This design comes from an exercise in tuning for small area and a short achievable clock period on the open sky130 flow, not from production work.
Power figures rest on the tool's default switching activity, not on a simulated workload.

Setup of zinc:
==> flow/design.v (excerpt) <==
module mm2s_dds_modulator(
    input wire          S_AXI_CLK,
    input wire          S_AXI_ARESETN,
    output wire         S_AXI_AWREADY,
    input wire   [31:0] S_AXI_AWADDR,
    input wire          S_AXI_AWVALID,
    output wire         S_AXI_WREADY,
    input wire   [31:0] S_AXI_WDATA,
    input wire   [3:0]  S_AXI_WSTRB,
    input wire          S_AXI_WVALID,
    input wire          S_AXI_BREADY,
    output wire  [1:0]  S_AXI_BRESP,
    output wire         S_AXI_BVALID,
    output wire         S_AXI_ARREADY,
    input wire   [31:0] S_AXI_ARADDR,
    input wire          S_AXI_ARVALID,
    input wire          S_AXI_RREADY,
    output wire  [31:0] S_AXI_RDATA,
    output wire  [1:0]  S_AXI_RRESP,
    output wire         S_AXI_RVALID,
    output wire dds_en_o,
    output wire [71:0] m_axis_modulation_tdata,
    output wire m_axis_modulation_tvalid,
    output wire m_axis_modulation_tlast,
    input wire m_axis_modulation_tready
);
clock: 5.5 ns
lec_check: 0
abc_clock_period_in_ps: 2500
cap_margin: 20
core_margin: 2
core_utilization: 40
setup_slack_margin: 2.5
slew_margin: 20
run.sh (not shown) runs the stock make flow with config.mk's settings and CLKGATE_MAP_FILE= SYNTH_SCRIPT=/design/flow/synth_recipe.tcl, a recipe that flattens the netlist after the stock synthesis.
zinc: all stages complete, timing, DRC and antenna checks passed
Input changes introduced in ember (baseline for comparison: zinc):
# zinc
export LEC_CHECK = 0
export ABC_CLOCK_PERIOD_IN_PS = 2500
export CAP_MARGIN = 20
export CORE_MARGIN = 2
export CORE_UTILIZATION = 40
export SETUP_SLACK_MARGIN = 2.5
export SLEW_MARGIN = 20
create_clock -name core_clock -period 5.5 [get_ports {S_AXI_CLK}]
# ember
export LEC_CHECK = 0
export CAP_MARGIN = 20
export CORE_MARGIN = 2
export CORE_UTILIZATION = 40
export SLEW_MARGIN = 20
create_clock -name core_clock -period 5.5 [get_ports {S_AXI_CLK}]
Results
ember closes out successfully: all stages finished, all timing, DRC and antenna checks passed. Lower total non-filler cell area in the finished layout among ember and zinc: ember. As far as number of flip-flops and latches goes, ember and zinc are indistinguishable; the numbers are identical. Lower routed wire length per instance was reported by ember, not zinc. Lower share of cell area taken by flip-flops and latches goes to zinc over ember. ember vs zinc — setup slack at placement dropped 0.37 ns. Looking at cell at the slowest stage of the critical path, the sky130_fd_sc_hd__clkdlybuf4s50_1 result is from ember; the sky130_fd_sc_hd__or2_4 one comes from zinc. ember vs zinc, global routing met2 resource utilization went down by 3.0 points. Diff zinc -> ember | total power | increase of about 4%. In ember, the total routed wire length on the met1 layer came out 1.2 mm below the value in zinc.
Input-level comparison between yarrow and ember:
# ember
export LEC_CHECK = 0
export CAP_MARGIN = 20
export CORE_MARGIN = 2
export CORE_UTILIZATION = 40
export SLEW_MARGIN = 20
create_clock -name core_clock -period 5.5 [get_ports {S_AXI_CLK}]
# yarrow
export LEC_CHECK = 0
export CAP_MARGIN = 20
export CORE_MARGIN = 2
export CORE_UTILIZATION = 40
export SETUP_SLACK_MARGIN = 3.0
export SLEW_MARGIN = 20
create_clock -name core_clock -period 5.5 [get_ports {S_AXI_CLK}]
==> summary.txt <==
Relative to ember, share of the cycle needed by the critical path after routing has decreased by 25 points in yarrow.
The wire length of the first global-routing pass of yarrow was inferior to that of ember.
From ember to yarrow the numbers moved as follows: critical path depth went up by 1, share of total power in sequential cells went up by 0.4 points, worst setup slack went up by 1.37 ns, synthesis-to-layout area growth went up by 16 points, number of global-route vias before repair went up by 11%.
In yarrow, the clock network fraction of design power came out 0.8 points below the value in ember.
Any difference in worst hold slack between yarrow and ember is small enough to ignore.
yarrow ended with more design area than ember.
Across both runs, global-route usage was higher for yarrow than for ember.
[inputs] garnet vs yarrow
# yarrow
export LEC_CHECK = 0
export CAP_MARGIN = 20
export CORE_MARGIN = 2
export CORE_UTILIZATION = 40
export SETUP_SLACK_MARGIN = 3.0
export SLEW_MARGIN = 20
create_clock -name core_clock -period 5.5 [get_ports {S_AXI_CLK}]
# garnet
export LEC_CHECK = 0
export CAP_MARGIN = 20
export CORE_MARGIN = 2
export CORE_UTILIZATION = 40
export SETUP_SLACK_MARGIN = 2.5
export SLEW_MARGIN = 20
create_clock -name core_clock -period 5.5 [get_ports {S_AXI_CLK}]
Notes after the runs:
garnet ran to completion and came out clean on the timing, DRC and antenna checks.
Every stage of the flow completed for yarrow, and the final layout passed the timing, DRC and antenna checks.
Sort garnet and yarrow by final cell count asc -> top: garnet
Peak supply drop: garnet vs yarrow up 3.1%
Design area improves in garnet relative to yarrow.
From yarrow to garnet, number of placement rows did not move at all.
Clock share of power for garnet: 1.1 points down relative to yarrow
garnet reports a lower final routed wirelength across all metal layers than yarrow does.
Going from yarrow to garnet, footprint of the flip-flops and latches went down by about 1.1%, routed length on met2 fell by 11%.
Density: garnet sparser than yarrow
Looking at detailed-placement wirelength estimate, garnet sits below yarrow.
[inputs] willow vs garnet
# garnet
export LEC_CHECK = 0
export CAP_MARGIN = 20
export CORE_MARGIN = 2
export CORE_UTILIZATION = 40
export SETUP_SLACK_MARGIN = 2.5
export SLEW_MARGIN = 20
create_clock -name core_clock -period 5.5 [get_ports {S_AXI_CLK}]
# willow
export LEC_CHECK = 0
export CAP_MARGIN = 20
export CORE_MARGIN = 2
export CORE_UTILIZATION = 40
export SETUP_SLACK_MARGIN = 3.5
export SLEW_MARGIN = 20
create_clock -name core_clock -period 5.5 [get_ports {S_AXI_CLK}]
[summary]
From garnet to willow the numbers moved as follows: overall power higher; met1 routed wirelength after detailed routing moved up; global-route wire length before repair climbed about 6%.
The combined global-route utilization of all metal layers reported for willow is greater than that of garnet by 1.7 points.
In the tables for garnet and willow, setup slack on the worst flop-to-flop path reads higher with garnet.
Sequential cell fraction of total power: willow < garnet
Against garnet, willow reports a count of instances resized after the clock tree is built that is higher.
Compared with garnet, willow shows a peak supply drop that is about 12% higher.
willow: final cell count higher than garnet
No run of this note included a check of the RTL's function; only the layout flow was run.

what the ideal ports hide:
How much do the figures lean on ideal ports? The routed layouts below were timed once more, with nothing changed but the port constraints.
Step 1 sets driving cells, clkbuf_16 on the clock port and buf_2 on the other inputs (assumed; they add their load-dependent delay and slew).
Step 2 adds t to the input delays and takes it off the output delays; t is the mean of the earliest and latest rising clock arrival at the registers after step 1. Input paths then give back, and output paths get back, about the clock's delay inside the block.
Slacks: ideal / step 1 / step 2; pairs: ideal / step 1.
run	shift t [ns]	setup slack, ns	pins driven straight from the clock port
zinc	0.573	2.441 / 2.446 / 1.874	1
ember	0.599	1.074 / 1.106 / 0.507	1
yarrow	0.567	2.445 / 2.436 / 1.869	1
garnet	0.573	2.441 / 2.446 / 1.874	1
willow	0.591	2.351 / 2.349 / 1.759	1
After both steps every run listed still meets setup and hold. The setup slack of willow, which loses most, moves by -0.002 ns with the drivers and by -0.592 ns with both steps.
